This is an optimization exercise on Yosys and OpenROAD, whose aim is small area, not a production implementation. Only simulation tests tie the RTL to the original design; equivalence was not proved. The clock port is modelled as an ideal driver; clocking choices that lean on that would not hold on a real chip. No activity file was given, so power comes from the tool's default toggle rates.

$ cat flow/constraint.sdc
create_clock -name core_clock -period 20.0 [get_ports {clock}]
set_input_delay 4.0000 -clock core_clock [delete_from_list [all_inputs] [get_ports {clock}]]
set_output_delay 4.0000 -clock core_clock [all_outputs]
set_load 0.01 [all_outputs]
$ cat flow/design.v
module projeto (sec_out, milsec_out, curr_state, clock, HEX7, HEX6, HEX5, HEX4, HEX3, HEX2, HEX1, HEX0,
					 colunas, linhas, number, pressed, ledA, ledB, ledC, ledD, negative_led, rst);
output reg [9:0] sec_out;
output reg [3:0] milsec_out;
output reg [1:0] curr_state;
output [6:0] HEX7, HEX6, HEX5, HEX4, HEX3, HEX2, HEX1, HEX0;
output reg [3:0] colunas;
input [3:0] linhas;
output reg [3:0] number;
output pressed;
output reg ledA, ledB, ledC, ledD;
output reg negative_led;
input clock;
input rst;
assign pressed = 1'b0;
function [6:0] seg (input [3:0] k); begin
	seg[0] = (k[2]&~k[1]&~k[0]) | (~k[3]&~k[2]&~k[1]&k[0]) | (k[3]&k[1]);
	seg[1] = k[2] & ~(~k[3]&k[1]&k[0]) & ~(~k[1]&~k[0]);
	seg[2] = (k[3]&k[1]) | (~k[2]&k[1]&~k[0]);
	seg[3] = (k[2]&~k[1]&~k[0]) | (~k[2]&~k[1]&k[0]) | (k[2]&k[1]&k[0]);
	seg[4] = k[0] | (k[2]&~k[1]);
	seg[5] = (~k[2]&k[1]) | (k[1]&k[0]) | (~k[3]&~k[2]&k[0]);
	seg[6] = (k[2]&k[1]&k[0]) | (~k[3]&~k[2]&~k[1]);
end
endfunction
function [3:0] add3 (input [3:0] x); begin
	add3[3] = x[3] | (x[2]&x[1]) | (x[2]&x[0]);
	add3[2] = (x[2]&~x[1]&~x[0]) | (x[3]&x[0]);
	add3[1] = (~x[2]&x[1]) | (x[1]&x[0]) | (x[3]&~x[0]);
	add3[0] = (x[2]&x[1]&~x[0]) | (x[3]&~x[0]) | (~x[3]&~x[2]&x[0]);
end
endfunction
function [15:0] bcd (input [13:0] b);
	integer i;
	reg [29:0] s;
	begin
		s = {16'd0, b};
		for (i = 0; i < 14; i = i + 1) begin
			s[17:14] = add3(s[17:14]);
			s[21:18] = add3(s[21:18]);
			s[25:22] = add3(s[25:22]);
			s = s << 1;
		end
		bcd = s[29:14];
	end
endfunction
reg [3:0] pd;           
wire tick = pd[3] & pd[1];
reg calcMode;
reg [1:0] currInput;
reg [1:0] target;       
reg [1:0] op;           
reg [1:0] csc;
wire any = ~&linhas;
wire r0 = ~linhas[0];
wire r1 = linhas[0] & ~linhas[1];
wire r2 = linhas[0] & linhas[1] & ~linhas[2];
wire r3 = linhas[0] & linhas[1] & linhas[2] & ~linhas[3];
wire c0 = ~colunas[0], c1 = ~colunas[1], c2 = ~colunas[2], c3 = ~colunas[3];
wire t3 = target[1] & target[0];
always @(posedge clock) begin
	if (rst) begin
		pd <= 0; colunas <= 4'b1111; number <= 0; calcMode <= 0; currInput <= 0;
		target <= 2'd3; op <= 0;
	end else if (!tick) begin
		pd <= pd + 1'b1;
	end else begin
		pd <= 0;
		colunas <= {~(colunas[3] & colunas[2] & colunas[1]), colunas[3], colunas[2], colunas[1]};
		if (c0) begin
			if (r0) number <= 4'd1;
			else if (r1) number <= 4'd4;
			else if (r2) number <= 4'd7;
			else if (r3) calcMode <= 1'b1;
		end else if (c1) begin
			if (r0) number <= 4'd2;
			else if (r1) number <= 4'd5;
			else if (r2) number <= 4'd8;
			else if (r3) number <= 4'd0;
		end else if (c2) begin
			if (r0) number <= 4'd3;
			else if (r1) number <= 4'd6;
			else if (r2) number <= 4'd9;
			else if (r3) currInput <= currInput + 1'b1;
		end else if (c3) begin
			if (r0) begin
				target <= {t3, t3};
				if (calcMode) op <= 2'd1;
			end else if (r1) begin
				target <= 2'd1;
				if (calcMode) op <= 2'd2;
			end else if (r2) begin
				target <= {1'b1, t3};
				if (calcMode) op <= 2'd3;
			end else if (r3) begin
				if (!calcMode) target <= 2'd3;
				else calcMode <= 1'b0;
			end
		end
	end
end
always @(posedge clock) begin
	if (rst) curr_state <= 2'd3;
	else curr_state <= target;
	csc <= op;
end
reg [6:0] pulsos;       
reg [3:0] pulsos_aux;   
wire p_end = pulsos[6] & pulsos[5] & pulsos[2];
wire pa_end = pulsos_aux[3] & pulsos_aux[1];
wire ms9 = milsec_out[3] & milsec_out[0];
wire counting = curr_state == 2'd1 || curr_state == 2'd2;
always @(posedge clock) begin
	if (rst || curr_state == 2'd0) begin
		sec_out <= 0; milsec_out <= 0; pulsos <= 0; pulsos_aux <= 0;
	end else begin
		if (sec_out == 10'd999 && ms9) begin
			sec_out <= 0; milsec_out <= 0;
		end
		if (counting) begin
			pulsos <= p_end ? 7'd0 : pulsos + 1'b1;
			pulsos_aux <= pa_end ? 4'd0 : pulsos_aux + 1'b1;
			if (pa_end) milsec_out <= ms9 ? 4'd0 : milsec_out + 1'b1;
			if (p_end) sec_out <= sec_out + 1'b1;
		end
	end
end
reg [3:0] k7, k6, k5, k4, k3, k2, k1, k0;    
reg [6:0] ln1, ln2;
reg [13:0] result;
function [3:0] dig (input [3:0] k); dig = (k[3] & k[2]) ? 4'd0 : k; endfunction
wire [7:0] diff = {1'b0, ln1} - {1'b0, ln2};
wire ln2_gt = diff[7];
wire [6:0] absd = ln2_gt ? (ln2 - ln1) : diff[6:0];
wire [13:0] conv_in = calcMode ? result : (curr_state == 2'd0 ? 14'd0 : {4'd0, sec_out});
wire [15:0] b = bcd(conv_in);
always @(posedge clock) begin
	if (rst) begin
		k7 <= 4'hf; k6 <= 4'hf; k5 <= 4'hf; k4 <= 4'hf;
		k3 <= 4'hf; k2 <= 4'hf; k1 <= 4'hf; k0 <= 4'hf;
		ledA <= 0; ledB <= 0; ledC <= 0; ledD <= 0; negative_led <= 0;
		ln2 <= 0;
	end else if (calcMode) begin
		case (currInput)
			2'd0: k7 <= number;
			2'd1: k6 <= number;
			2'd2: k5 <= number;
			2'd3: k4 <= number;
		endcase
		ledA <= currInput == 2'd0;
		ledB <= currInput == 2'd1;
		ledC <= currInput == 2'd2;
		ledD <= currInput == 2'd3;
		ln2 <= dig(k4) + dig(k5) * 4'd10;
		{k3, k2, k1, k0} <= b;
		if (result != 0) negative_led <= ln2_gt & (op == 2'd2);
	end else begin
		k7 <= 4'hf; k6 <= 4'hf; k5 <= 4'hf; k4 <= 4'hf;
		ledA <= 0; ledB <= 0; ledC <= 0; ledD <= 0;
		k3 <= b[11:8] | {4{b[12]}};
		k2 <= b[7:4];
		k1 <= b[3:0];
		k0 <= curr_state == 2'd0 ? 4'd0 : milsec_out;
	end
end
always @(posedge clock) begin
	if (!calcMode) begin
		ln1 <= 0; result <= 0;
	end else begin
		ln1 <= dig(k6) + dig(k7) * 4'd10;
		case (csc)
			2'd1: result <= ln1 + ln2;
			2'd2: result <= absd;
			2'd3: result <= ln1 * ln2;
			default: ;
		endcase
	end
end
assign HEX7 = seg(k7);
assign HEX6 = seg(k6);
assign HEX5 = seg(k5);
assign HEX4 = seg(k4);
assign HEX3 = seg(k3);
assign HEX2 = seg(k2);
assign HEX1 = seg(k1);
assign HEX0 = seg(k0);
endmodule
$ cat flow/run.sh
#!/bin/bash
# synth_recipe.tcl (not shown) runs the flow's synth.tcl, then flattens the netlist and writes it again
# the make line also repeats each setting of config.mk as NAME=value (left out here)
make -C /OpenROAD-flow-scripts/flow DESIGN_CONFIG=/design/flow/config.mk WORK_HOME=/design/flow/orfs CLKGATE_MAP_FILE= SYNTH_SCRIPT=/design/flow/synth_recipe.tcl finish
$ cat flow/config.mk
export PLATFORM = sky130hd
export DESIGN_NAME = projeto
export DESIGN_NICKNAME = projeto
export VERILOG_FILES = /design/flow/design.v
export SDC_FILE = /design/flow/constraint.sdc
export NUM_CORES = 4
export LEC_CHECK = 0
export ABC_AREA = 1
export CAP_MARGIN = 20
export CORE_MARGIN = 2
export CORE_UTILIZATION = 40
export SLEW_MARGIN = 20
==> flow_metrics.tcl, run 1 <==
set metrics [dict create \
    outcome "timing/DRC/antenna clean" \
    whs_path_depth 0 \
    drv_cap 0 \
    rsz0062_at_grt "false" \
    drt-initial-drc-count 576 \
    synth_seq_cells 113 \
    p_sw_uw 133 \
    io_pins 92 \
    drive_gt1_share_pct 6.27 \
    worstSetupStartpointType "input pin" \
    synth.yosys.warnings 1 \
    synthSimpleGateAreaFrac_pct 31.2 \
    drt_first_pass_iters 5 \
    setup_violations 0 \
    synth_compound_area_share_pct 17.2 \
    synth_edf_count 0 \
    post-place-ws_ns 13.20 \
    criticalPathCategory "in2reg" \
    syn_area_um2 9830 \
    setup_tns_ns 0 \
    cts_tree "built" \
    synth_adder_area_share_pct 15.7 \
    tightest_slew_ns 1.04 \
    io_buffers 90 \
    final_cells 1934 \
    area_delta_synth_final_pct 18.5 \
    finalPower_uw 581 \
    synth_top_area_cell "dfxtp_1" \
    grt_pass1_vias 9481 \
    grt_remaining_overflow 0 \
    core-area_um2 24200 \
    fp.dieH_um 161 \
    clk_latency_ns 0.42 \
    finalMaxSlewViolations 0 \
    start_util_pct 40.5 \
    crit_path_end_kind "flop" \
    finalCritPeriodShare_pct 34.3 \
    async_flop_share_pct 0 \
    swShare_pct 22.8 \
    synthCells 1512 \
    gp_congestion 0.856 \
    grt_use_total_pct 20.5 \
    ys_seq_area_share_pct 23.0 \
    placed_cells 1903 \
    synth_top_family_by_area "simple AND/OR/NAND/NOR gates" \
    synth_mux_area_share_pct 0 \
    setup_ws_ns 13.13 \
    clockRootBuffer "clkbuf_16" \
    grt_antenna_before_repair 0 \
    synth_area_leaders "dfxtp_1 23%, nand2_1 13%, inv_1 9.8%" \
    die-area_um2 25900 \
    ctsResizeCount 0 \
    crit_required_ns 20.30 \
    grt_max_degree 32 \
    fmax_mhz 146 \
    synth_fp_nets 1623 \
    num_vias 9829 \
    synth_ff_type "dfxtp_1" \
    arrival_ns 7.17 \
    totalWireLength_mm 25.8 \
    viasPerCell 5.08 \
    synth.avg_cell_area_um2 6.50 \
    timing.hold.ws_ns 0.358 \
    core.rowCount 57 \
    crit_path_max_fanout 31 \
    cellLeakagePower_nw 5.69 \
    cts_made_buffers 17 \
    clk_pin_slew_ns 0.05 \
    hold_violations 0 \
    wl_per_cell_um 13.3 \
    fin_crit_ns 6.87 \
    slew-limit-headroom_pct 30.1 \
    synth_xor_area_share_pct 1.07 \
    synthDistinctLibCells 53 \
    n_antenna_cell 0 \
    mostFrequentLayoutCell "nand2_1" \
    antenna_left 0 \
    die_w_um 161 \
    drc 0 \
    pwr-share-seq_pct 39.5 \
    cts_buffer_depth 2 \
    grt_pass1_wl_mm 44.4 \
    hpwlAfterDp_mm 19.8 \
    post_cts_buffers 0 \
    ctsHoldBuffers 0 \
    clkPwrFrac_pct 55.7 \
    final_cell_mix "328 x nand2_1, 257 x inv_1, 142 x nor2_1, 132 x nand3_1, 113 x dfxtp_1" \
    r2r_cells 26 \
    p_int_uw 449 \
    synth_top_area_share_pct 23.0 \
    finalNetCount 1709 \
    fin_skew_ns 0.0103 \
    ir_drop_v 0.0000578 \
    cts-htree-levels 4 \
    hold_class "reg2reg" \
    powerDensity_nw_per_um2 49.9 \
    clock_sinks 113 \
    combPwrFrac_pct 4.7 \
]
==> layout make-up <==
cell class	instances	area [um^2]
fill	2531	12600
multi-input combinational	1100	6420
sequential	113	2260
inverter	275	1040
timing repair buffer	91	908
clock buffer	18	429
tap	324	405
clock inverter	13	188
==> logic make-up (layout without fill, tap and decap cells) <==
group                      Yosys count  count (layout)
and+or+nand+nor                    697             697
buffers and inverters              299             397
AOI/OAI and AO/OA                  285             285
DFF                                113             113
adders and majority gates          105             105
xor gates and xnor gates            12              12
other                                1               1
==> cell usage after synthesis (17+ instances only) <==
cell / count
o21ai_0: 106
nor2_1: 142
nand3_1: 132
clkbuf_1: 17
ha_1: 74
nand2_2: 19
dfxtp_1: 113
o22ai_1: 18
inv_1: 258
nor3_1: 25
fa_1: 31
nand2_1: 328
a21oi_1: 76
==> metal layers <==
layer | share of wire, % | vias up | routed length (um) | track usage [%]
li1 | - | 5116 | - | -
met1 | 48 | 4456 | 12400 | 26.9
met2 | 46 | 223 | 11800 | 34.9
met3 | 4.0 | 34 | 1040 | 3.18
met4 | 2.1 | 0 | 546 | 5.97
met5 | 0 | - | 0 | 0
==> power groups by stage <==
stage	sequential, mW	combinational [mW]	clock (mW)
after global placement	0.235	0.0272	0
after detailed placement	0.235	0.0273	0
after floorplan	0.234	0.0144	0
after global routing	0.230	0.0303	0.337
final	0.230	0.0274	0.324
after CTS	0.230	0.0275	0.327
==> state kept, by name, indices dropped and copies added (netlist names), 7 cells and up <==
signal / flops
result: 14
sec_out: 10
ln1: 7
ln2: 7
pulsos: 7
==> per-stage QoR <==
stage	instance area [um^2]	util [%]
3_3_place_gp	11000	45.5
6_report	11600	48.0
4_1_cts	11600	48.0
2_1_floorplan	9830	-
3_5_place_dp	11000	45.5
5_1_grt	11600	48.0
==> critical path, cell delays in order <==
cell and delay, ns:
clkdlybuf4s50_1 0.71, nor2_1 0.78, clkinv_1 1.08, a211oi_1 0.51
nor2_1 0.08
==> worst paths after layout <==
path	slack [ns]	endpoint	startpoint
worst min-delay path	0.36	csc[0]	op[0]
worst max-delay path	13.13	k3[2]	rst
worst min register to register	0.36	csc[0]	op[0]
worst max register to register	14.89	result[12]	ln2[2]
==> run 2, diff against run 1 <==
--- a/flow/design.v
+++ b/flow/design.v
@@ -131,7 +131,7 @@
 function [3:0] dig (input [3:0] k); dig = (k[3] & k[2]) ? 4'd0 : k; endfunction
 wire [7:0] diff = {1'b0, ln1} - {1'b0, ln2};
 wire ln2_gt = diff[7];
-wire [6:0] absd = ln2_gt ? (ln2 - ln1) : diff[6:0];
+wire [6:0] absd = (diff[6:0] ^ {7{ln2_gt}}) + ln2_gt;
 wire [13:0] conv_in = calcMode ? result : (curr_state == 2'd0 ? 14'd0 : {4'd0, sec_out});
 wire [15:0] b = bcd(conv_in);
 always @(posedge clock) begin
@@ -172,7 +172,7 @@
 			2'd1: result <= ln1 + ln2;
 			2'd2: result <= absd;
 			2'd3: result <= ln1 * ln2;
-			default: ;
+			default: result <= 0;
 		endcase
 	end
 end
==> flow/flow/run.sh (new file) <==
#!/bin/bash
# Own layout flow: the standard synthesis, then an area re-mapping of the
# combinational logic only (registers untouched), then the standard layout
# with port buffers of the smallest buffer and a clock tree of small buffers.
set -euo pipefail
W=$(pwd)
R=$W/orfs/results/$FLOW_PLATFORM/projeto/base
LIB=$FLOW_HOME/platforms/$FLOW_PLATFORM/lib/sky130_fd_sc_hd__tt_025C_1v80.lib
YOSYS=$FLOW_HOME/../tools/install/yosys/bin/yosys
command -v yosys >/dev/null 2>&1 && YOSYS=$(command -v yosys)

bash standard.sh synth > $W/log_1_standard_synth.txt 2>&1
cp $R/1_2_yosys.v $W/std_synth.v

sed "s#@LIB@#$LIB#g" flow/reopt.ys > $W/reopt_run.ys
$YOSYS -s $W/reopt_run.ys > $W/log_2_reopt_yosys.txt 2>&1
cp $W/reopt_synth.v $R/1_2_yosys.v
rm -f $R/1_synth.odb $R/1_synth.sdc

bash standard.sh \
  "BUFFER_PORTS_ARGS=-buffer_cell sky130_fd_sc_hd__buf_1" \
  "CTS_ARGS=-sink_clustering_enable -repair_clock_nets -dont_use_dummy_load -buf_list sky130_fd_sc_hd__clkbuf_4 -sink_clustering_size 16 -sink_clustering_max_diameter 60" \
  finish > $W/log_3_standard_layout.txt 2>&1
==> flow/flow/area.abc (new file) <==
strash
&get -n
&deepsyn -T 60
&put
dch -f
amap
topo
==> flow/flow/reopt.ys (new file) <==
# Re-map the combinational logic of the standard synthesis netlist for area.
# Flip-flop instances are kept as they are (same cells, same names).
read_liberty -ignore_miss_func @LIB@
read_verilog std_synth.v
hierarchy -top projeto
setattr -mod -set keep_hierarchy 1 sky130_fd_sc_hd__df* sky130_fd_sc_hd__edf* sky130_fd_sc_hd__sdf* sky130_fd_sc_hd__dl*
flatten
opt_clean
abc -liberty @LIB@ -dont_use *probe* -dont_use *lpflow* -script flow/area.abc
opt_clean -purge
hilomap -singleton -hicell sky130_fd_sc_hd__conb_1 HI -locell sky130_fd_sc_hd__conb_1 LO
splitnets
opt_clean -purge
select projeto
write_verilog -selected -noattr -noexpr -nohex -nodec reopt_synth.v
select -clear
read_liberty -lib -overwrite @LIB@
tee -o reopt_stat.txt stat -liberty @LIB@ -top projeto
==> flow/standard.sh (new file) <==
#!/bin/bash
# synth_recipe.tcl (not shown) runs the flow's synth.tcl, then flattens the netlist and writes it again
# the make line also repeats each setting of config.mk as NAME=value (left out here)
make -C /OpenROAD-flow-scripts/flow DESIGN_CONFIG=/design/flow/config.mk WORK_HOME=/design/flow/orfs CLKGATE_MAP_FILE= SYNTH_SCRIPT=/design/flow/synth_recipe.tcl "${@:-finish}"
removed: flow/run.sh
==> run 2 against run 1 <==
First-iteration DRC count is 0.52% lower. Largest cell class unchanged. Maximum frequency down 25%. Count of clock-buffer cells in the layout fell by 1. Sequential power about the same. Flip-flop and latch count unchanged. Synthesized area shrank 24%. Utilization fell by 2.5 points. Clock power shrank 65%. Register-to-register slack got worse by 4.1 ns. Via count down 16%.
==> flow_metrics.tcl, run 2 <==
set metrics [dict create \
    outcome "timing/DRC/antenna clean" \
    final_cell_mix "322 x nor2_1, 153 x clkinv_1, 128 x nand2_1, 121 x o21ai_0, 113 x dfxtp_1" \
    post-place-ws_ns 10.92 \
    synth.avg_cell_area_um2 6.22 \
    clkPwrFrac_pct 31.4 \
    finalPower_uw 363 \
    slew-limit-headroom_pct 54.6 \
    top_regs "result: 14 flops, sec_out: 10 flops" \
    synth.yosys.warnings 1 \
    criticalPathCategory "reg2reg" \
    grt_pass1_wl_mm 34.7 \
    whs_path_depth 0 \
    core.rowCount 49 \
    gp_congestion 0.889 \
    nFillCells 1996 \
    clockRootBuffer "clkbuf_4" \
    fin_util_pct 45.5 \
    drive_gt1_share_pct 1.60 \
    drt-initial-drc-count 573 \
    setup_violations 0 \
    hold_class "reg2reg" \
    fin_skew_ns 0.0397 \
    fp.dieH_um 141 \
    worstHoldStart "op[0]" \
    area_delta_synth_final_pct 10.5 \
    swShare_pct 24.9 \
    r2r_cells 46 \
    finalMaxSlewViolations 0 \
    cpPeakStageDelay_ns 0.54 \
    post_cts_buffers 0 \
    hpwlAfterDp_mm 16.7 \
    synth_fp_nets 1207 \
    rrSetupSlack_ns 10.81 \
    combPwrFrac_pct 5.4 \
    crit_slowest_cell "clkinv_1" \
    rsz0062_at_grt "false" \
    drc 0 \
    largest_register_ff_count 14 \
    totalWireLength_mm 20.7 \
    cp_common_cell "o21ai_0" \
    syn_area_um2 7470 \
    top_register "result" \
    grt_use_total_pct 21.3 \
    placed_area_um2 8130 \
    ctsHoldBuffers 0 \
    crit_required_ns 20.42 \
    grt_pass1_vias 7381 \
    grt_remaining_overflow 0 \
    clock_sinks 113 \
    fin_crit_ns 9.19 \
    clk_latency_ns 0.54 \
    crit_path_end_kind "flop" \
    io_buffers 90 \
    cts-htree-levels 4 \
    pwr-share-seq_pct 63.2 \
    p_int_uw 272 \
    final_cells 1542 \
    reg2reg_from "calcMode" \
    grt_antenna_before_repair 1 \
    powerDensity_nw_per_um2 43.9 \
    timing.hold.ws_ns 0.380 \
    p_sw_uw 90.3 \
    setup_tns_ns 0 \
    ir_drop_v 0.0000275 \
    fin_area_um2 8260 \
    cts_tree "built" \
    crit_path_max_fanout 23 \
    hold_violations 0 \
    die_w_um 141 \
    viasPerCell 5.38 \
    synthCells 1201 \
    mostFrequentLayoutCell "nor2_1" \
    num_vias 8299 \
    ctsResizeCount 0 \
    drv_cap 0 \
    finalCritPeriodShare_pct 45.9 \
    cts_buffer_depth 2 \
    placed_cells 1524 \
    hold_end "csc[0]" \
    clk_pin_slew_ns 0.11 \
    antenna_left 0 \
    fmax_mhz 109 \
    cts_made_buffers 17 \
    grt_max_degree 28 \
    core-area_um2 18100 \
    wl_per_cell_um 13.4 \
    worstSetupStartpointType "flop" \
    die-area_um2 19800 \
    arrival_ns 9.61 \
    io_pins 92 \
    cellLeakagePower_nw 2.73 \
    setup_ws_ns 10.81 \
    drt_first_pass_iters 5 \
    finalNetCount 1320 \
    start_util_pct 41.2 \
    r2r_end "k2[1]" \
    tightest_slew_ns 0.677 \
]
## run 2: layout make-up
cell class	count	area, um^2	area share [%]
multi-input combinational	935	4640	56.2
sequential	113	2260	27.4
inverter	153	574	6.95
timing repair buffer	94	368	4.45
tap	229	287	3.47
clock buffer	17	128	1.55
antenna	1	2.50	0.0303
## run 2: power groups by stage
| stage | combinational (mW) | sequential, mW | clock (mW) |
|---|---|---|---|
| after floorplan | 0.0132 | 0.234 | 0 |
| after global placement | 0.0198 | 0.234 | 0 |
| after detailed placement | 0.0198 | 0.234 | 0 |
| after CTS | 0.0199 | 0.229 | 0.117 |
| after global routing | 0.0224 | 0.230 | 0.127 |
| final | 0.0197 | 0.229 | 0.114 |
## run 2: per-layer routing
metal / GRT usage [%] / share of wire [%]
met1: 27.6 / 48
met2: 36.3 / 47
met3: 3.84 / 3.7
met4: 6.05 / 1.8
met5: 0 / 0
## run 2: worst max-delay path by stage
stage	from	to	slack, ns	cells past startpoint
after global placement	calcMode	k2[1]	11.33	46
after global routing	calcMode	k2[1]	9.42	46
after floorplan	calcMode	k2[1]	11.77	46
after detailed placement	calcMode	k2[1]	10.92	46
after CTS	calcMode	k2[1]	10.90	46
final	calcMode	k2[1]	10.81	46
## run 2: worst max-delay path, delay by kind of cell (launching register included)
| kind | cells | cell delay [ns] |
|---|---|---|
| buffers and inverters | 9 | 1.78 |
| flip-flops | 1 | 0.34 |
| AND/OR/NAND/NOR | 14 | 1.75 |
| AO/OA/AOI/OAI | 23 | 5.21 |
==> run 3, diff against run 2 <==
--- a/flow/design.v
+++ b/flow/design.v
@@ -13,14 +13,28 @@
 input clock;
 input rst;
 assign pressed = 1'b0;
-function [6:0] seg (input [3:0] k); begin
-	seg[0] = (k[2]&~k[1]&~k[0]) | (~k[3]&~k[2]&~k[1]&k[0]) | (k[3]&k[1]);
-	seg[1] = k[2] & ~(~k[3]&k[1]&k[0]) & ~(~k[1]&~k[0]);
-	seg[2] = (k[3]&k[1]) | (~k[2]&k[1]&~k[0]);
-	seg[3] = (k[2]&~k[1]&~k[0]) | (~k[2]&~k[1]&k[0]) | (k[2]&k[1]&k[0]);
-	seg[4] = k[0] | (k[2]&~k[1]);
-	seg[5] = (~k[2]&k[1]) | (k[1]&k[0]) | (~k[3]&~k[2]&k[0]);
-	seg[6] = (k[2]&k[1]&k[0]) | (~k[3]&~k[2]&~k[1]);
+function [6:0] segc (input [3:0] k); begin
+	segc[0] = (~k[3]&k[1]);
+	segc[1] = (k[3]&k[1]&~k[0]) | (~k[3]&~k[2]&k[0]);
+	segc[2] = (~k[2]&k[1]&k[0]);
+	segc[3] = (~k[3]);
+	segc[4] = ~((k[3]&~k[2]));
+	segc[5] = ~((~k[0]) | (~k[2]&~k[1]));
+	segc[6] = ~((~k[0]) | (k[3]&k[1]));
+end
+endfunction
+function [3:0] enc (input [3:0] d); begin
+	enc[0] = (d[1]&d[0]) | (~d[3]&~d[2]);
+	enc[1] = (~d[3]&~d[1]&d[0]) | (~d[2]&d[1]) | (d[2]&~d[0]);
+	enc[2] = (d[0]);
+	enc[3] = ~((d[2]&~d[1]&~d[0]) | (~d[2]&~d[1]&d[0]) | (d[2]&d[1]&d[0]));
+end
+endfunction
+function [3:0] decc (input [3:0] k); begin
+	decc[0] = (k[2]);
+	decc[1] = ~((~k[2]&~k[1]) | (k[2]&~k[0]) | (~k[3]&k[1]));
+	decc[2] = (k[1]&~k[0]) | (k[2]&~k[1]&k[0]);
+	decc[3] = (~k[1]&~k[0]);
 end
 endfunction
 function [3:0] add3 (input [3:0] x); begin
@@ -128,7 +142,7 @@
 reg [3:0] k7, k6, k5, k4, k3, k2, k1, k0;    
 reg [6:0] ln1, ln2;
 reg [13:0] result;
-function [3:0] dig (input [3:0] k); dig = (k[3] & k[2]) ? 4'd0 : k; endfunction
+wire [3:0] ncode = enc(number);
 wire [7:0] diff = {1'b0, ln1} - {1'b0, ln2};
 wire ln2_gt = diff[7];
 wire [6:0] absd = (diff[6:0] ^ {7{ln2_gt}}) + ln2_gt;
@@ -136,38 +150,38 @@
 wire [15:0] b = bcd(conv_in);
 always @(posedge clock) begin
 	if (rst) begin
-		k7 <= 4'hf; k6 <= 4'hf; k5 <= 4'hf; k4 <= 4'hf;
-		k3 <= 4'hf; k2 <= 4'hf; k1 <= 4'hf; k0 <= 4'hf;
+		k7 <= 4'd3; k6 <= 4'd3; k5 <= 4'd3; k4 <= 4'd3;
+		k3 <= 4'd3; k2 <= 4'd3; k1 <= 4'd3; k0 <= 4'd3;
 		ledA <= 0; ledB <= 0; ledC <= 0; ledD <= 0; negative_led <= 0;
 		ln2 <= 0;
 	end else if (calcMode) begin
 		case (currInput)
-			2'd0: k7 <= number;
-			2'd1: k6 <= number;
-			2'd2: k5 <= number;
-			2'd3: k4 <= number;
+			2'd0: k7 <= ncode;
+			2'd1: k6 <= ncode;
+			2'd2: k5 <= ncode;
+			2'd3: k4 <= ncode;
 		endcase
 		ledA <= currInput == 2'd0;
 		ledB <= currInput == 2'd1;
 		ledC <= currInput == 2'd2;
 		ledD <= currInput == 2'd3;
-		ln2 <= dig(k4) + dig(k5) * 4'd10;
-		{k3, k2, k1, k0} <= b;
+		ln2 <= decc(k4) + decc(k5) * 4'd10;
+		k3 <= enc(b[15:12]); k2 <= enc(b[11:8]); k1 <= enc(b[7:4]); k0 <= enc(b[3:0]);
 		if (result != 0) negative_led <= ln2_gt & (op == 2'd2);
 	end else begin
-		k7 <= 4'hf; k6 <= 4'hf; k5 <= 4'hf; k4 <= 4'hf;
+		k7 <= 4'd3; k6 <= 4'd3; k5 <= 4'd3; k4 <= 4'd3;
 		ledA <= 0; ledB <= 0; ledC <= 0; ledD <= 0;
-		k3 <= b[11:8] | {4{b[12]}};
-		k2 <= b[7:4];
-		k1 <= b[3:0];
-		k0 <= curr_state == 2'd0 ? 4'd0 : milsec_out;
+		k3 <= b[12] ? 4'd3 : enc(b[11:8]);
+		k2 <= enc(b[7:4]);
+		k1 <= enc(b[3:0]);
+		k0 <= enc(curr_state == 2'd0 ? 4'd0 : milsec_out);
 	end
 end
 always @(posedge clock) begin
 	if (!calcMode) begin
 		ln1 <= 0; result <= 0;
 	end else begin
-		ln1 <= dig(k6) + dig(k7) * 4'd10;
+		ln1 <= decc(k6) + decc(k7) * 4'd10;
 		case (csc)
 			2'd1: result <= ln1 + ln2;
 			2'd2: result <= absd;
@@ -176,12 +190,12 @@
 		endcase
 	end
 end
-assign HEX7 = seg(k7);
-assign HEX6 = seg(k6);
-assign HEX5 = seg(k5);
-assign HEX4 = seg(k4);
-assign HEX3 = seg(k3);
-assign HEX2 = seg(k2);
-assign HEX1 = seg(k1);
-assign HEX0 = seg(k0);
+assign HEX7 = segc(k7);
+assign HEX6 = segc(k6);
+assign HEX5 = segc(k5);
+assign HEX4 = segc(k4);
+assign HEX3 = segc(k3);
+assign HEX2 = segc(k2);
+assign HEX1 = segc(k1);
+assign HEX0 = segc(k0);
 endmodule
==> flow/flow/area.abc (replaced) <==
strash
&get -n
&deepsyn -T 30
&if -K 4 -a
&mfs
&st
&deepsyn -T 30
&put
dch -f
amap
topo
==> run 3 against run 2 <==
Critical path type unchanged. Clock skew up 0.0079 ns. Still clean on timing, DRC and antenna. Combinational power down 16%. Via count down 1.1%.
==> flow_metrics.tcl, run 3 <==
set metrics [dict create \
    largest_register_ff_count 14 \
    combPwrFrac_pct 4.6 \
    ctsHoldBuffers 0 \
    cts-htree-levels 4 \
    crit_slowest_cell "o21ai_0" \
    cp_common_cell "nor2_1" \
    worstSetupStartpointType "flop" \
    slew-limit-headroom_pct 43.3 \
    gp_congestion 0.903 \
    cp_top_family "compound AO/OA/AOI/OAI gates" \
    hpwlAfterDp_mm 16.3 \
    synth.avg_cell_area_um2 6.34 \
    wl_per_cell_um 14.0 \
    powerDensity_nw_per_um2 44.7 \
    antenna_left 0 \
    drive_gt1_share_pct 1.51 \
    fin_skew_ns 0.0476 \
    synth_fp_nets 1157 \
    ir_drop_v 0.0000280 \
    finalCritPeriodShare_pct 50.6 \
    swShare_pct 24.6 \
    path_buf_inv 10 \
    cellLeakagePower_nw 2.76 \
    grt_max_degree 22 \
    grt_pass1_wl_mm 34.3 \
    outcome "timing/DRC/antenna clean" \
    hold_violations 0 \
    crit_cells 45 \
    worstHoldStart "op[1]" \
    cts_buffer_depth 2 \
    pwr-share-seq_pct 63.7 \
    fmax_mhz 98.8 \
    finalNetCount 1268 \
    setup_violations 0 \
    grt_antenna_before_repair 1 \
    setup_tns_ns 0 \
    hold_class "reg2reg" \
    hold_end "csc[1]" \
    fin_util_pct 44.9 \
    r2r_cells 45 \
    crit_path_end_kind "flop" \
    num_vias 8208 \
    top_regs "result: 14 flops, sec_out: 10 flops" \
    core-area_um2 18000 \
    core.rowCount 49 \
    tightest_slew_ns 0.829 \
    mostFrequentLayoutCell "nor2_1" \
    clk_latency_ns 0.54 \
    fin_crit_ns 10.12 \
    final_cell_mix "278 x nor2_1, 154 x clkinv_1, 127 x nand2_1, 113 x dfxtp_1, 112 x o21ai_0" \
    drv_cap 0 \
    totalWireLength_mm 20.9 \
    post_cts_buffers 0 \
    grt_pass1_vias 7322 \
    p_sw_uw 88.7 \
    criticalPathCategory "reg2reg" \
    fp.dieH_um 139 \
    ctsResizeCount 0 \
    post-place-ws_ns 10.12 \
    syn_area_um2 7300 \
    clkPwrFrac_pct 31.7 \
    start_util_pct 40.6 \
    reg2reg_from "calcMode" \
    cpPeakStageDelay_ns 0.65 \
    grt_use_total_pct 21.5 \
    rrSetupSlack_ns 9.88 \
    final_cells 1490 \
    drt_first_pass_iters 5 \
    clockRootBuffer "clkbuf_4" \
    cts_made_buffers 17 \
    synth.yosys.warnings 1 \
    nFillCells 1944 \
    crit_required_ns 20.40 \
    arrival_ns 10.52 \
    die_w_um 139 \
    placed_cells 1472 \
    viasPerCell 5.51 \
    finalMaxSlewViolations 0 \
    setup_ws_ns 9.88 \
    r2r_end "k2[0]" \
    clock_sinks 113 \
    rsz0062_at_grt "false" \
    area_delta_synth_final_pct 10.5 \
    p_int_uw 272 \
    drc 0 \
    crit_path_max_fanout 20 \
    io_buffers 90 \
    top_register "result" \
    die-area_um2 19400 \
    whs_path_depth 0 \
    synthCells 1151 \
    cts_tree "built" \
    io_pins 92 \
    drt-initial-drc-count 607 \
    grt_remaining_overflow 0 \
    clk_pin_slew_ns 0.11 \
]
## run 3: worst max path at each step
stage	start	end	slack, ns
final	calcMode	k2[0]	9.88
after global routing	calcMode	k3[1]	8.31
after CTS	calcMode	k2[0]	10.02
after detailed placement	calcMode	k2[0]	10.12
after global placement	calcMode	k2[0]	10.46
after floorplan	calcMode	k2[0]	11.63
## run 3: power groups by stage
stage	Sequential [mW]	Combinational (mW)	Clock, mW
finish	0.230	0.0166	0.115
global route	0.230	0.0188	0.129
CTS	0.230	0.0167	0.119
detailed placement	0.235	0.0167	0
global placement	0.235	0.0167	0
floorplan	0.235	0.0110	0
## run 3: worst reg2reg max path, delay by kind of cell, from the launching register on
kind,cells,cell delay (ns)
and+or+nand+nor,18,3.18
buffers and inverters,10,2.06
DFF,1,0.33
AOI/OAI and AO/OA,17,4.42
## run 3: area by class of cell
type / count / area (um^2) / area share [%]
diodes: 1 / 2.50 / 0.0310
clock buffers: 17 / 128 / 1.58
inverters: 154 / 578 / 7.16
multi-input cells: 884 / 4460 / 55.3
flip-flops and latches: 113 / 2260 / 28.0
well taps: 229 / 287 / 3.55
repair buffers: 92 / 353 / 4.37
## run 3: layer usage
layer | GRT usage [%] | part of all wire (%) | up-vias
met2 | 36.0 | 46 | 234
met5 | 0 | 0 | -
met3 | 3.90 | 5.1 | 43
li1 | - | - | 4270
met4 | 8.77 | 3.1 | 0
met1 | 27.4 | 46 | 3661
## run 3: per-stage QoR
step	cell area (um^2)	power, mW	hold slack, ns
2_1_floorplan	7300	0.246	0.331
3_3_place_gp	7940	0.252	0.340
3_5_place_dp	7940	0.252	0.347
4_1_cts	8070	0.365	0.364
5_1_grt	8070	0.378	0.369
6_report	8070	0.361	0.359
==> run 4, diff against run 3 <==
==> flow/flow/run.sh (replaced) <==
#!/bin/bash
# Own layout flow: the standard synthesis, then an area re-mapping of the
# combinational logic only (registers untouched; several ABC seeds, the
# smallest netlist is kept), then the standard layout with port buffers of
# the smallest buffer and a clock tree of small buffers without dummy loads,
# where clock buffers driving slow clock edges are upsized (flow/post_cts.tcl).
set -euo pipefail
W=$(pwd)
R=$W/orfs/results/$FLOW_PLATFORM/projeto/base
LIB=$FLOW_HOME/platforms/$FLOW_PLATFORM/lib/sky130_fd_sc_hd__tt_025C_1v80.lib
YOSYS=$FLOW_HOME/../tools/install/yosys/bin/yosys
command -v yosys >/dev/null 2>&1 && YOSYS=$(command -v yosys)

bash standard.sh synth > $W/log_1_standard_synth.txt 2>&1
cp $R/1_2_yosys.v $W/std_synth.v

best=""; best_area=""
for seed in 1 3 5 11; do
  sed "s#@SEED@#$seed#g" flow/area.abc > $W/area_$seed.abc
  sed "s#@LIB@#$LIB#g; s#@ABC@#$W/area_$seed.abc#g; s#@OUT@#reopt_$seed.v#g" flow/reopt.ys > $W/reopt_$seed.ys
  $YOSYS -s $W/reopt_$seed.ys > $W/log_2_reopt_yosys_$seed.txt 2>&1 &
done
wait
for seed in 1 3 5 11; do
  a=$(awk '/Chip area/ {print $NF}' $W/reopt_$seed.v.stat)
  echo "seed $seed area $a" >> $W/reopt_areas.txt
  if [[ -z "$best" ]] || awk -v a="$a" -v b="$best_area" 'BEGIN {exit !(a < b)}'; then best=$seed; best_area=$a; fi
done
echo "kept seed $best area $best_area" >> $W/reopt_areas.txt
cp $W/reopt_$best.v $W/reopt_synth.v
cp $W/reopt_synth.v $R/1_2_yosys.v
rm -f $R/1_synth.odb $R/1_synth.sdc

bash standard.sh \
  "BUFFER_PORTS_ARGS=-buffer_cell sky130_fd_sc_hd__buf_1" \
  "CTS_ARGS=-sink_clustering_enable -repair_clock_nets -dont_use_dummy_load -buf_list sky130_fd_sc_hd__clkbuf_4 -sink_clustering_size 16 -sink_clustering_max_diameter 60" \
  "POST_CTS_TCL=$W/flow/post_cts.tcl" \
  finish > $W/log_3_standard_layout.txt 2>&1
==> flow/flow/area.abc (replaced) <==
strash
&get -n
&deepsyn -T 30 -S @SEED@
&if -K 4 -a
&mfs
&st
&deepsyn -T 30 -S @SEED@
&put
dch -f
amap
topo
==> flow/flow/post_cts.tcl (new file) <==
estimate_parasitics -placement
set upsized 0
foreach inst [get_cells clkbuf_*] {
  set m [get_property $inst ref_name]
  if {$m ne "sky130_fd_sc_hd__clkbuf_4"} continue
  set worst 0.0
  foreach pin [get_pins -of_objects [get_nets -of_objects [get_pins [get_name $inst]/X]] -filter "direction == input"] {
    set s [get_property $pin slew_max]
    if {$s > $worst} { set worst $s }
  }
  if {$worst > 0.100} {
    replace_cell $inst sky130_fd_sc_hd__clkbuf_8
    incr upsized
    puts "post-cts: [get_name $inst] clock slew [format %.3f $worst] ns, now clkbuf_8"
  }
}
puts "post-cts: upsized $upsized clock buffers"
if {$upsized > 0} {
  detailed_placement
  check_placement -verbose
  estimate_parasitics -placement
}
==> flow/flow/reopt.ys (replaced) <==
# Re-map the combinational logic of the standard synthesis netlist for area.
# Flip-flop instances are kept as they are (same cells, same names).
read_liberty -ignore_miss_func @LIB@
read_verilog std_synth.v
hierarchy -top projeto
setattr -mod -set keep_hierarchy 1 sky130_fd_sc_hd__df* sky130_fd_sc_hd__edf* sky130_fd_sc_hd__sdf* sky130_fd_sc_hd__dl*
flatten
opt_clean
abc -liberty @LIB@ -dont_use *probe* -dont_use *lpflow* -script @ABC@
opt_clean -purge
hilomap -singleton -hicell sky130_fd_sc_hd__conb_1 HI -locell sky130_fd_sc_hd__conb_1 LO
splitnets
opt_clean -purge
select projeto
write_verilog -selected -noattr -noexpr -nohex -nodec @OUT@
select -clear
read_liberty -lib -overwrite @LIB@
tee -o @OUT@.stat stat -liberty @LIB@ -top projeto
==> run 4 against run 3 <==
Count of clock-buffer cells in the layout unchanged. Synthesized cell count down 1.6%. Critical endpoint unchanged. Utilization about the same. Still clean. Cell count down 1.3%. Worst hold slack better by 0.039 ns. Largest cell class unchanged. Critical path type unchanged.
==> flow_metrics.tcl, run 4 <==
set metrics [dict create \
    grt_remaining_overflow 0 \
    slew-limit-headroom_pct 53.9 \
    io_buffers 90 \
    cellLeakagePower_nw 2.63 \
    die_w_um 138 \
    final_cell_mix "274 x nor2_1, 138 x clkinv_1, 124 x nand2_1, 113 x o21ai_0, 113 x dfxtp_1" \
    fin_skew_ns 0.0251 \
    finalCritPeriodShare_pct 55.6 \
    hold_violations 0 \
    n_antenna_cell 0 \
    final_cells 1470 \
    fmax_mhz 90.0 \
    wl_per_cell_um 13.5 \
    setup_violations 0 \
    nFillCells 1947 \
    ir_drop_v 0.0000328 \
    drt-initial-drc-count 408 \
    drc 0 \
    totalWireLength_mm 19.9 \
    mostFrequentLayoutCell "nor2_1" \
    fin_area_um2 8010 \
    placed_cells 1453 \
    p_sw_uw 83.5 \
    rsz0062_at_grt "false" \
    swShare_pct 23.0 \
    hpwlAfterDp_mm 15.8 \
    crit_required_ns 20.30 \
    fin_crit_ns 11.12 \
    finalNetCount 1249 \
    synth.avg_cell_area_um2 6.37 \
    area_delta_synth_final_pct 11.0 \
    synthCells 1133 \
    core-area_um2 17800 \
    cpPeakStageDelay_ns 0.75 \
    reg2reg_from "calcMode" \
    r2r_end "k2[0]" \
    synth_fp_nets 1139 \
    arrival_ns 11.42 \
    clk_pin_slew_ns 0.08 \
    finalPower_uw 363 \
    syn_area_um2 7220 \
    top_regs "result: 14 flops, sec_out: 10 flops" \
    die-area_um2 19100 \
    gp_congestion 0.910 \
    drive_gt1_share_pct 1.45 \
    whs_path_depth 0 \
    placed_area_um2 7850 \
    clock_sinks 113 \
    grt_antenna_before_repair 0 \
    outcome "timing/DRC/antenna clean" \
    powerDensity_nw_per_um2 45.4 \
    num_vias 7898 \
    finalMaxSlewViolations 0 \
    setup_tns_ns 0 \
    start_util_pct 40.5 \
    crit_path_max_fanout 20 \
    drv_cap 0 \
    largest_register_ff_count 14 \
    hold_end "csc[0]" \
    hold_class "reg2reg" \
    core.rowCount 49 \
    tightest_slew_ns 0.688 \
    drt_first_pass_iters 5 \
    fp.dieH_um 138 \
    cts_tree "built" \
    grt_pass1_wl_mm 33.3 \
    synth.yosys.warnings 1 \
    grt_use_total_pct 20.8 \
    pwr-share-seq_pct 62.5 \
    combPwrFrac_pct 3.4 \
    clkPwrFrac_pct 34.1 \
    rrSetupSlack_ns 8.88 \
    grt_pass1_vias 7174 \
    worstHoldStart "op[0]" \
    grt_max_degree 24 \
    cp_common_cell "nor2_1" \
    r2r_cells 47 \
    crit_path_end_kind "flop" \
    antenna_left 0 \
    io_pins 92 \
    worstSetupStartpointType "flop" \
    clk_latency_ns 0.41 \
    p_int_uw 280 \
    crit_slowest_cell "dfxtp_1" \
    viasPerCell 5.37 \
    criticalPathCategory "reg2reg" \
    top_register "result" \
]
-- run 4: layer usage --
metal,wire length [um],up-vias,track usage (%)
met5,0,-,0
met4,405,0,7.73
met3,885,34,3.22
met2,9030,205,34.6
met1,9570,3448,27.3
li1,-,4211,-
-- run 4: power by group through the flow --
stage | logic (mW) | clock network (mW) | registers, mW
floorplan | 0.00783 | 0 | 0.232
global placement | 0.0126 | 0 | 0.232
detailed placement | 0.0126 | 0 | 0.232
global route | 0.0141 | 0.138 | 0.227
finish | 0.0125 | 0.124 | 0.227
-- run 4: cell type report --
cell class / instances / area (um^2) / share of cell area, %
clock buffer: 17 / 159 / 1.98
inverter: 138 / 518 / 6.47
multi-input combinational: 882 / 4440 / 55.4
sequential: 113 / 2260 / 28.2
tap: 229 / 287 / 3.58
timing repair buffer: 91 / 345 / 4.31
-- run 4: critical path, delay by kind of cell (launching register included) --
kind | cells | cell delay, ns
flip-flops | 1 | 0.75
AND/OR/NAND/NOR | 20 | 2.79
buffers and inverters | 6 | 1.69
AO/OA/AOI/OAI | 21 | 5.82
-- run 4: per-stage QoR --
| stage | utilization [%] | setup slack, ns | hold slack (ns) |
|---|---|---|---|
| after floorplan | - | 11.13 | 0.344 |
| after global placement | 44.0 | 9.75 | 0.367 |
| after detailed placement | 44.0 | 9.15 | 0.376 |
| after global routing | 44.9 | 7.42 | 0.404 |
| final | 44.9 | 8.88 | 0.397 |
-- run 4: how the worst max path moves through the flow --
stage / depth (start not counted) / endpoint / startpoint / slack [ns]
detailed placement: 45 / k2[0] / calcMode / 9.15
global route: 46 / k2[0] / calcMode / 7.42
global placement: 45 / k2[0] / calcMode / 9.75
floorplan: 48 / k2[0] / calcMode / 11.13
finish: 47 / k2[0] / calcMode / 8.88
==> run 5, diff against run 4 <==
--- a/flow/design.v
+++ b/flow/design.v
@@ -4,11 +4,11 @@
 output reg [3:0] milsec_out;
 output reg [1:0] curr_state;
 output [6:0] HEX7, HEX6, HEX5, HEX4, HEX3, HEX2, HEX1, HEX0;
-output reg [3:0] colunas;
+output [3:0] colunas;
 input [3:0] linhas;
 output reg [3:0] number;
 output pressed;
-output reg ledA, ledB, ledC, ledD;
+output ledA, ledB, ledC, ledD;
 output reg negative_led;
 input clock;
 input rst;
@@ -70,17 +70,22 @@
 wire r1 = linhas[0] & ~linhas[1];
 wire r2 = linhas[0] & linhas[1] & ~linhas[2];
 wire r3 = linhas[0] & linhas[1] & linhas[2] & ~linhas[3];
-wire c0 = ~colunas[0], c1 = ~colunas[1], c2 = ~colunas[2], c3 = ~colunas[3];
+reg started;            
+reg [1:0] col;          
+wire c0 = started & (col == 2'd0), c1 = started & (col == 2'd1);
+wire c2 = started & (col == 2'd2), c3 = started & (col == 2'd3);
+assign colunas = ~{c3, c2, c1, c0};
 wire t3 = target[1] & target[0];
 always @(posedge clock) begin
 	if (rst) begin
-		pd <= 0; colunas <= 4'b1111; number <= 0; calcMode <= 0; currInput <= 0;
+		pd <= 0; started <= 0; col <= 0; number <= 0; calcMode <= 0; currInput <= 0;
 		target <= 2'd3; op <= 0;
 	end else if (!tick) begin
 		pd <= pd + 1'b1;
 	end else begin
 		pd <= 0;
-		colunas <= {~(colunas[3] & colunas[2] & colunas[1]), colunas[3], colunas[2], colunas[1]};
+		started <= 1'b1;
+		col <= started ? col - 1'b1 : 2'd3;
 		if (c0) begin
 			if (r0) number <= 4'd1;
 			else if (r1) number <= 4'd4;
@@ -152,7 +157,7 @@
 	if (rst) begin
 		k7 <= 4'd3; k6 <= 4'd3; k5 <= 4'd3; k4 <= 4'd3;
 		k3 <= 4'd3; k2 <= 4'd3; k1 <= 4'd3; k0 <= 4'd3;
-		ledA <= 0; ledB <= 0; ledC <= 0; ledD <= 0; negative_led <= 0;
+		negative_led <= 0;
 		ln2 <= 0;
 	end else if (calcMode) begin
 		case (currInput)
@@ -161,16 +166,11 @@
 			2'd2: k5 <= ncode;
 			2'd3: k4 <= ncode;
 		endcase
-		ledA <= currInput == 2'd0;
-		ledB <= currInput == 2'd1;
-		ledC <= currInput == 2'd2;
-		ledD <= currInput == 2'd3;
 		ln2 <= decc(k4) + decc(k5) * 4'd10;
 		k3 <= enc(b[15:12]); k2 <= enc(b[11:8]); k1 <= enc(b[7:4]); k0 <= enc(b[3:0]);
 		if (result != 0) negative_led <= ln2_gt & (op == 2'd2);
 	end else begin
 		k7 <= 4'd3; k6 <= 4'd3; k5 <= 4'd3; k4 <= 4'd3;
-		ledA <= 0; ledB <= 0; ledC <= 0; ledD <= 0;
 		k3 <= b[12] ? 4'd3 : enc(b[11:8]);
 		k2 <= enc(b[7:4]);
 		k1 <= enc(b[3:0]);
@@ -178,10 +178,10 @@
 	end
 end
 always @(posedge clock) begin
+	ln1 <= decc(k6) + decc(k7) * 4'd10;
 	if (!calcMode) begin
-		ln1 <= 0; result <= 0;
-	end else begin
-		ln1 <= decc(k6) + decc(k7) * 4'd10;
+		result <= 0;
+	end else begin
 		case (csc)
 			2'd1: result <= ln1 + ln2;
 			2'd2: result <= absd;
@@ -190,6 +190,16 @@
 		endcase
 	end
 end
+reg cm_d;
+reg [1:0] ci_d;
+always @(posedge clock) begin
+	cm_d <= calcMode & ~rst;
+	ci_d <= currInput;
+end
+assign ledA = cm_d & (ci_d == 2'd0);
+assign ledB = cm_d & (ci_d == 2'd1);
+assign ledC = cm_d & (ci_d == 2'd2);
+assign ledD = cm_d & (ci_d == 2'd3);
 assign HEX7 = segc(k7);
 assign HEX6 = segc(k6);
 assign HEX5 = segc(k5);
--- a/flow/flow/run.sh
+++ b/flow/flow/run.sh
@@ -15,15 +15,25 @@
 cp $R/1_2_yosys.v $W/std_synth.v
 
 best=""; best_area=""
-for seed in 1 3 5 11; do
+SEEDS="1 3 5 7 9 11 13 15"
+run_seed() {
+  local seed=$1
   sed "s#@SEED@#$seed#g" flow/area.abc > $W/area_$seed.abc
   sed "s#@LIB@#$LIB#g; s#@ABC@#$W/area_$seed.abc#g; s#@OUT@#reopt_$seed.v#g" flow/reopt.ys > $W/reopt_$seed.ys
-  $YOSYS -s $W/reopt_$seed.ys > $W/log_2_reopt_yosys_$seed.txt 2>&1 &
+  $YOSYS -s $W/reopt_$seed.ys > $W/log_2_reopt_yosys_$seed.txt 2>&1
+}
+# four at a time (the flow has 4 CPUs)
+n=0
+for seed in $SEEDS; do
+  run_seed $seed &
+  n=$((n + 1))
+  if (( n % 4 == 0 )); then wait; fi
 done
 wait
-for seed in 1 3 5 11; do
-  a=$(awk '/Chip area/ {print $NF}' $W/reopt_$seed.v.stat)
+for seed in $SEEDS; do
+  a=$(awk '/Chip area/ {print $NF}' $W/reopt_$seed.v.stat 2>/dev/null || true)
   echo "seed $seed area $a" >> $W/reopt_areas.txt
+  [[ -n "$a" ]] || continue
   if [[ -z "$best" ]] || awk -v a="$a" -v b="$best_area" 'BEGIN {exit !(a < b)}'; then best=$seed; best_area=$a; fi
 done
 echo "kept seed $best area $best_area" >> $W/reopt_areas.txt
==> run 5 against run 4 <==
Critical path depth rose by 2. Flip-flop and latch count decreased by 2. Worst setup slack gained 0.13 ns. Combinational power about the same. First-iteration DRC count is 19% higher. Critical path type unchanged.
==> flow_metrics.tcl, run 5 <==
set metrics [dict create \
    outcome "timing/DRC/antenna clean" \
    timing.hold.ws_ns 0.378 \
    hold_violations 0 \
    p_sw_uw 80.7 \
    io_buffers 90 \
    top_regs "result: 14 flops, sec_out: 10 flops" \
    grt_antenna_before_repair 0 \
    drc 0 \
    worstSetupStartpointType "flop" \
    grt_pass1_wl_mm 32.2 \
    top_register "result" \
    fin_crit_ns 10.98 \
    setup_tns_ns 0 \
    arrival_ns 11.21 \
    reg2reg_from "calcMode" \
    crit_required_ns 20.23 \
    start_util_pct 40.4 \
    fp.dieH_um 138 \
    crit_slowest_cell "a311oi_1" \
    synth.yosys.warnings 1 \
    drt-initial-drc-count 485 \
    cts_tree "built" \
    criticalPathCategory "reg2reg" \
    tightest_slew_ns 0.911 \
    setup_violations 0 \
    crit_path_max_fanout 21 \
    largest_register_ff_count 14 \
    io_pins 92 \
    grt_remaining_overflow 0 \
    grt_use_total_pct 20.0 \
    rrSetupSlack_ns 9.02 \
    core-area_um2 17800 \
    grt_pass1_vias 6860 \
    r2r_end "k2[3]" \
    fmax_mhz 91.1 \
    core.rowCount 49 \
    drt_first_pass_iters 7 \
    die_w_um 138 \
    clk_pin_slew_ns 0.09 \
    syn_area_um2 7190 \
    finalNetCount 1270 \
    finalMaxSlewViolations 0 \
    placed_area_um2 7830 \
    pwr-share-seq_pct 64.6 \
    synthCells 1161 \
    combPwrFrac_pct 3.7 \
    cellLeakagePower_nw 2.59 \
    synth.avg_cell_area_um2 6.19 \
    slew-limit-headroom_pct 38.9 \
    finalPower_uw 346 \
    crit_start "calcMode" \
    hpwlAfterDp_mm 15.6 \
    totalWireLength_mm 19.8 \
    final_cell_mix "295 x nor2_1, 145 x clkinv_1, 130 x nand2_1, 119 x o21ai_0, 111 x dfxtp_1" \
    clkPwrFrac_pct 31.7 \
    grt_max_degree 30 \
    crit_path_end_kind "flop" \
    die-area_um2 19100 \
    rsz0062_at_grt "false" \
    gp_congestion 0.878 \
    synth_fp_nets 1167 \
    drive_gt1_share_pct 0.872 \
    num_vias 7886 \
    viasPerCell 5.29 \
    clk_latency_ns 0.39 \
    finalCritPeriodShare_pct 54.9 \
    antenna_left 0 \
    powerDensity_nw_per_um2 43.5 \
    cpPeakStageDelay_ns 0.79 \
    wl_per_cell_um 13.3 \
    hold_class "reg2reg" \
    drv_cap 0 \
    crit_end "k2[3]" \
    p_int_uw 265 \
    clock_sinks 111 \
    ir_drop_v 0.0000286 \
    swShare_pct 23.4 \
    n_antenna_cell 0 \
    fin_skew_ns 0.0348 \
    mostFrequentLayoutCell "nor2_1" \
    r2r_cells 49 \
    area_delta_synth_final_pct 10.5 \
    fin_area_um2 7950 \
]
==> run 5: critical path, delay by kind of cell (launching register included) <==
family	cells	cell delay, ns
and+or+nand+nor	16	2.25
AOI/OAI and AO/OA	24	6.17
buffers and inverters	9	1.73
DFF	1	0.65
==> run 5: per-layer routing <==
| layer | GRT usage (%) | part of all wire (%) | wire length, um |
|---|---|---|---|
| met1 | 25.3 | 46 | 9190 |
| met2 | 35.7 | 48 | 9510 |
| met3 | 3.19 | 4.1 | 815 |
| met4 | 5.26 | 1.3 | 251 |
| met5 | 0 | 0 | 0 |
==> run 5: final cells by class <==
| class | count | area [um^2] |
|---|---|---|
| clock buffer | 9 | 118 |
| fill | 1952 | 9830 |
| inverter | 145 | 544 |
| multi-input combinational | 905 | 4420 |
| sequential | 111 | 2220 |
| tap | 229 | 287 |
| timing repair buffer | 92 | 353 |
==> run 5: how the worst min path moves through the flow <==
stage	from	to	slack, ns	cells past startpoint
6_report	op[1]	csc[1]	0.38	0
5_1_grt	op[1]	csc[1]	0.39	0
3_5_place_dp	op[1]	csc[1]	0.36	0
3_3_place_gp	op[1]	csc[1]	0.37	0
2_1_floorplan	op[1]	csc[1]	0.35	0
==> run 5: metrics by stage <==
step | utilization [%] | cells | setup WS (ns)
after floorplan | - | 1161 | 11.13
after global placement | 44.0 | 1482 | 9.85
after detailed placement | 44.0 | 1482 | 9.29
after global routing | 44.7 | 1491 | 7.75
final | 44.7 | 1491 | 9.02
==> run 5: power by group through the flow <==
stage / Sequential [mW] / Clock, mW / Combinational, mW
floorplan: 0.228 / 0 / 0.00781
global placement: 0.228 / 0 / 0.0129
detailed placement: 0.228 / 0 / 0.0130
global route: 0.223 / 0.121 / 0.0144
finish: 0.223 / 0.110 / 0.0128
==> run 6, diff against run 5 <==
--- a/flow/flow/run.sh
+++ b/flow/flow/run.sh
@@ -15,7 +15,7 @@
 cp $R/1_2_yosys.v $W/std_synth.v
 
 best=""; best_area=""
-SEEDS="1 3 5 7 9 11 13 15"
+SEEDS="1 2 3 4 5 6 7 8 9 10 11 12 13 14 15 16"
 run_seed() {
   local seed=$1
   sed "s#@SEED@#$seed#g" flow/area.abc > $W/area_$seed.abc
==> run 6 against run 5 <==
Via count rose by 0.65%. Utilization barely moved. Highest routed layer unchanged. Register-to-register slack improved by 1.2 ns. Critical path type unchanged. Clock power rose by 4%. Combinational power barely moved. Synthesized area barely moved. Still clean on timing, DRC and antenna. Flip-flop and latch count did not move. Critical path depth fell by 3. First-iteration DRC count rose by 26%.
==> flow_metrics.tcl, run 6 <==
set metrics [dict create \
    outcome "timing/DRC/antenna clean" \
    grt_antenna_before_repair 0 \
    grt_pass1_wl_mm 33.6 \
    drc 0 \
    die-area_um2 19000 \
    grt_pass1_vias 6889 \
    drt-initial-drc-count 609 \
    slew-limit-headroom_pct 47.3 \
    final_cell_mix "262 x nor2_1, 143 x clkinv_1, 128 x nand2_1, 113 x o21ai_0, 111 x dfxtp_1" \
    finalMaxSlewViolations 0 \
    mostFrequentLayoutCell "nor2_1" \
    io_buffers 90 \
    finalPower_uw 350 \
    rrSetupSlack_ns 10.18 \
    clock_sinks 111 \
    cpPeakStageDelay_ns 0.54 \
    synth.yosys.warnings 1 \
    fp.dieH_um 138 \
    worstHoldStart "op[0]" \
    hold_end "csc[0]" \
    hold_class "reg2reg" \
    start_util_pct 40.4 \
    cellLeakagePower_nw 2.58 \
    cts_tree "built" \
    syn_area_um2 7180 \
    drv_cap 0 \
    viasPerCell 5.42 \
    setup_violations 0 \
    rsz0062_at_grt "false" \
    finalCritPeriodShare_pct 49.1 \
    ir_drop_v 0.0000373 \
    n_antenna_cell 0 \
    top_register "result" \
    whs_path_depth 0 \
    r2r_cells 46 \
    nFillCells 1911 \
    worstSetupStartpointType "flop" \
    grt_remaining_overflow 0 \
    fin_crit_ns 9.82 \
    gp_congestion 0.942 \
    multiInputGateArea_um2 4430 \
    crit_path_max_fanout 22 \
    grt_use_total_pct 21.1 \
    totalWireLength_mm 20.7 \
    synth.avg_cell_area_um2 6.33 \
    grt_max_degree 23 \
    num_vias 7937 \
    clk_pin_slew_ns 0.12 \
    arrival_ns 10.07 \
    setup_tns_ns 0 \
    hold_violations 0 \
    die_w_um 138 \
    post-place-ws_ns 10.36 \
    area.sequential_um2 2220 \
    r2r_end "k1[3]" \
    core-area_um2 17800 \
    fin_skew_ns 0.0384 \
    powerDensity_nw_per_um2 44.0 \
    hpwlAfterDp_mm 16.5 \
    io_pins 92 \
    antenna_left 0 \
    clk_latency_ns 0.40 \
    drt_first_pass_iters 8 \
    crit_required_ns 20.24 \
    fmax_mhz 102 \
    top_regs "result: 14 flops, sec_out: 10 flops" \
    synthCells 1135 \
    largest_register_ff_count 14 \
    setup_ws_ns 10.18 \
    core.rowCount 49 \
    area_delta_synth_final_pct 10.6 \
    reg2reg_from "calcMode" \
    finalNetCount 1244 \
    tightest_slew_ns 0.788 \
    crit_slowest_cell "a211oi_1" \
    criticalPathCategory "reg2reg" \
    crit_path_end_kind "flop" \
    drive_gt1_share_pct 0.890 \
    wl_per_cell_um 14.1 \
    synth_fp_nets 1141 \
]
[run 6: layer usage]
layer / vias to the layer above / track usage [%] / wire, um
li1: 4187 / - / -
met1: 3497 / 29.2 / 10000
met2: 221 / 34.1 / 9210
met3: 32 / 3.39 / 996
met4: 0 / 6.50 / 433
met5: - / 0 / 0
[run 6: how the worst max path moves through the flow]
stage | cells past startpoint | startpoint | endpoint
2_1_floorplan | 45 | calcMode | k0[3]
3_3_place_gp | 49 | result[13] | k1[3]
5_1_grt | 46 | calcMode | k1[3]
6_report | 46 | calcMode | k1[3]
3_5_place_dp | 46 | calcMode | k1[3]
[run 6: final cells by class]
cell class | instances | area share (%)
multi-input combinational | 881 | 55.7
clock buffer | 9 | 1.56
sequential | 111 | 28.0
tap | 229 | 3.61
timing repair buffer | 92 | 4.44
inverter | 143 | 6.75
[run 6: metrics by stage]
stage          instance area [um^2]  cells  hold WS (ns)  util, %
3_5_place_dp                   7820   1456         0.380     44.0
3_3_place_gp                   7820   1456         0.383     44.0
2_1_floorplan                  7180   1135         0.351        -
5_1_grt                        7950   1465         0.415     44.7
6_report                       7950   1465         0.395     44.7
[run 6: worst max-delay path, delay by kind of cell (launching register included)]
family	cells	cell delay (ns)
and+or+nand+nor	17	2.15
DFF	1	0.40
AOI/OAI and AO/OA	20	5.43
buffers and inverters	9	1.69
[run 6: power breakdown]
part	switching [mW]	leakage, nW	internal (mW)
logic	0.00882	1.62	0.00386
registers	0.00113	0.898	0.222
clock network	0.0731	0.0647	0.0408
total	0.0830	2.58	0.267
==> run 7, diff against run 6 <==
--- a/flow/flow/run.sh
+++ b/flow/flow/run.sh
@@ -15,7 +15,7 @@
 cp $R/1_2_yosys.v $W/std_synth.v
 
 best=""; best_area=""
-SEEDS="1 2 3 4 5 6 7 8 9 10 11 12 13 14 15 16"
+SEEDS="1 3 5 7 9 11 13 15"
 run_seed() {
   local seed=$1
   sed "s#@SEED@#$seed#g" flow/area.abc > $W/area_$seed.abc
--- a/flow/flow/post_cts.tcl
+++ b/flow/flow/post_cts.tcl
@@ -8,7 +8,7 @@
     set s [get_property $pin slew_max]
     if {$s > $worst} { set worst $s }
   }
-  if {$worst > 0.100} {
+  if {$worst > 0.085} {
     replace_cell $inst sky130_fd_sc_hd__clkbuf_8
     incr upsized
     puts "post-cts: [get_name $inst] clock slew [format %.3f $worst] ns, now clkbuf_8"
==> run 7 against run 6 <==
Non-clock buffer count unchanged. Synthesized area barely moved. Via count fell by 0.76%. Register-to-register slack worse by 1.1 ns. Critical path type unchanged.
==> flow_metrics.tcl, run 7 <==
set metrics [dict create \
    outcome "timing/DRC/antenna clean" \
    rrSetupSlack_ns 9.05 \
    top_regs "result: 14 flops, sec_out: 10 flops" \
    setup_tns_ns 0 \
    setup_violations 0 \
    crit_end "k2[3]" \
    clk_pin_slew_ns 0.09 \
    arrival_ns 11.18 \
    powerDensity_nw_per_um2 43.7 \
    cpPeakStageDelay_ns 0.78 \
    totalWireLength_mm 19.8 \
    drt_first_pass_iters 5 \
    wl_per_cell_um 13.3 \
    p_int_uw 267 \
    ir_drop_v 0.0000286 \
    n_antenna_cell 0 \
    grt_pass1_vias 6871 \
    viasPerCell 5.28 \
    crit_path_end_kind "flop" \
    placed_area_um2 7830 \
    gp_congestion 0.878 \
    worstSetupStartpointType "flop" \
    clkPwrFrac_pct 32.1 \
    swShare_pct 23.1 \
    mostFrequentLayoutCell "nor2_1" \
    grt_antenna_before_repair 0 \
    fp.dieH_um 138 \
    hpwlAfterDp_mm 15.6 \
    combPwrFrac_pct 3.7 \
    crit_required_ns 20.23 \
    start_util_pct 40.4 \
    finalCritPeriodShare_pct 54.7 \
    fin_area_um2 7950 \
    slew-limit-headroom_pct 39.9 \
    grt_pass1_wl_mm 32.2 \
    drt-initial-drc-count 488 \
    num_vias 7877 \
    top_register "result" \
    p_sw_uw 80.4 \
    finalNetCount 1270 \
    pwr-share-seq_pct 64.3 \
    fmax_mhz 91.3 \
    drv_cap 0 \
    core-area_um2 17800 \
    rsz0062_at_grt "false" \
    final_cell_mix "295 x nor2_1, 145 x clkinv_1, 130 x nand2_1, 119 x o21ai_0, 111 x dfxtp_1" \
    core.rowCount 49 \
    cts_tree "built" \
    io_pins 92 \
    largest_register_ff_count 14 \
    antenna_left 0 \
    synth.yosys.warnings 1 \
    crit_slowest_cell "a311oi_1" \
    clk_latency_ns 0.39 \
    hold_violations 0 \
    crit_path_max_fanout 21 \
    fin_crit_ns 10.95 \
    die-area_um2 19100 \
    r2r_end "k2[3]" \
    synthCells 1161 \
    syn_area_um2 7190 \
    area_delta_synth_final_pct 10.6 \
    drc 0 \
    reg2reg_from "calcMode" \
    clock_sinks 111 \
    grt_use_total_pct 20.1 \
    grt_max_degree 30 \
    tightest_slew_ns 0.895 \
    fin_skew_ns 0.0446 \
    nFillCells 1950 \
    hold_class "reg2reg" \
    synth_fp_nets 1167 \
    grt_remaining_overflow 0 \
    drive_gt1_share_pct 0.872 \
    crit_start "calcMode" \
    io_buffers 90 \
    r2r_cells 49 \
    criticalPathCategory "reg2reg" \
    cellLeakagePower_nw 2.60 \
    die_w_um 138 \
    finalMaxSlewViolations 0 \
    synth.avg_cell_area_um2 6.19 \
]
[run 7: cell count changes in the layout (fill, tap and decap cells not counted), sizes merged, moves of 7 or more]
cell / delta
nor2: +33
a22oi: -20
a21oi: +14
o32ai: +10
nand3: +8
nor3: -7
[run 7: layer usage]
layer,vias up,share of wire (%),track usage (%)
met1,3466,47,25.3
li1,4241,-,-
met3,14,4.0,3.19
met5,-,0,0
met4,0,1.2,5.26
met2,156,48,35.7
[run 7: how the worst min path moves through the flow]
| stage | from | end | depth (start not counted) |
|---|---|---|---|
| 2_1_floorplan | op[1] | csc[1] | 0 |
| 3_3_place_gp | op[1] | csc[1] | 0 |
| 3_5_place_dp | op[1] | csc[1] | 0 |
| 5_1_grt | op[1] | csc[1] | 0 |
| 6_report | op[1] | csc[1] | 0 |
[run 7: final cells by class]
cell class	count	area (um^2)	area share (%)
sequential	111	2220	27.9
multi-input combinational	905	4420	55.6
clock buffer	9	124	1.56
inverter	145	544	6.84
timing repair buffer	92	353	4.44
tap	229	287	3.60
[run 7: stage by stage]
stage          cells  worst slack (ns)  power [mW]  hold WS (ns)  utilization (%)
5_1_grt         1491              7.75       0.361         0.386             44.7
3_5_place_dp    1482              9.29       0.241         0.364             44.0
2_1_floorplan   1161             11.13       0.236         0.351                -
6_report        1491              9.05       0.347         0.378             44.7
3_3_place_gp    1482              9.85       0.241         0.366             44.0
[run 7: worst max-delay path: cells and delay by family (launching register included)]
family	cells	cell delay (ns)
AO/OA/AOI/OAI	24	6.10
AND/OR/NAND/NOR	16	2.26
buffers and inverters	9	1.74
flip-flops	1	0.65
[run 7: power groups by stage]
stage,Sequential (mW),Clock [mW],Combinational [mW]
floorplan,0.228,0,0.00781
global placement,0.228,0,0.0129
detailed placement,0.228,0,0.0130
global route,0.223,0.123,0.0144
finish,0.223,0.111,0.0128

## re-timing with driven ports
The results above use ideal ports. As a check the final layouts listed here were re-extracted and re-timed, cells and wires unchanged. Step 1 sets driving cells, clkbuf_16 on the clock port and buf_2 on the other inputs (assumed; they add their load-dependent delay and slew). Step 2 times the ports against the registers' clock, not the clock port: input delays grow and output delays shrink by t, the midpoint of the rising clock arrivals with the driver on. Slacks: ideal / step 1 / step 2; pairs: ideal / step 1.
run | t (ns) | slack for setup (ns) | slew at the worst register clock pin (ns)
run 1 | 0.465 | 13.132 / 13.142 / 12.677 | 0.06 / 0.06
run 2 | 0.561 | 10.810 / 10.810 / 10.810 | 0.11 / 0.11
run 3 | 0.555 | 9.877 / 9.877 / 9.877 | 0.12 / 0.12
run 4 | 0.442 | 8.884 / 8.884 / 8.884 | 0.09 / 0.09
run 5 | 0.413 | 9.018 / 9.018 / 9.018 | 0.12 / 0.12
run 6 | 0.423 | 10.177 / 10.177 / 10.177 | 0.12 / 0.12
run 7 | 0.408 | 9.053 / 9.053 / 9.053 | 0.12 / 0.12
After both steps setup and hold are still met in every run listed. The setup slack of run 1, which loses most, moves by +0.010 ns with the drivers and by -0.455 ns with both steps.
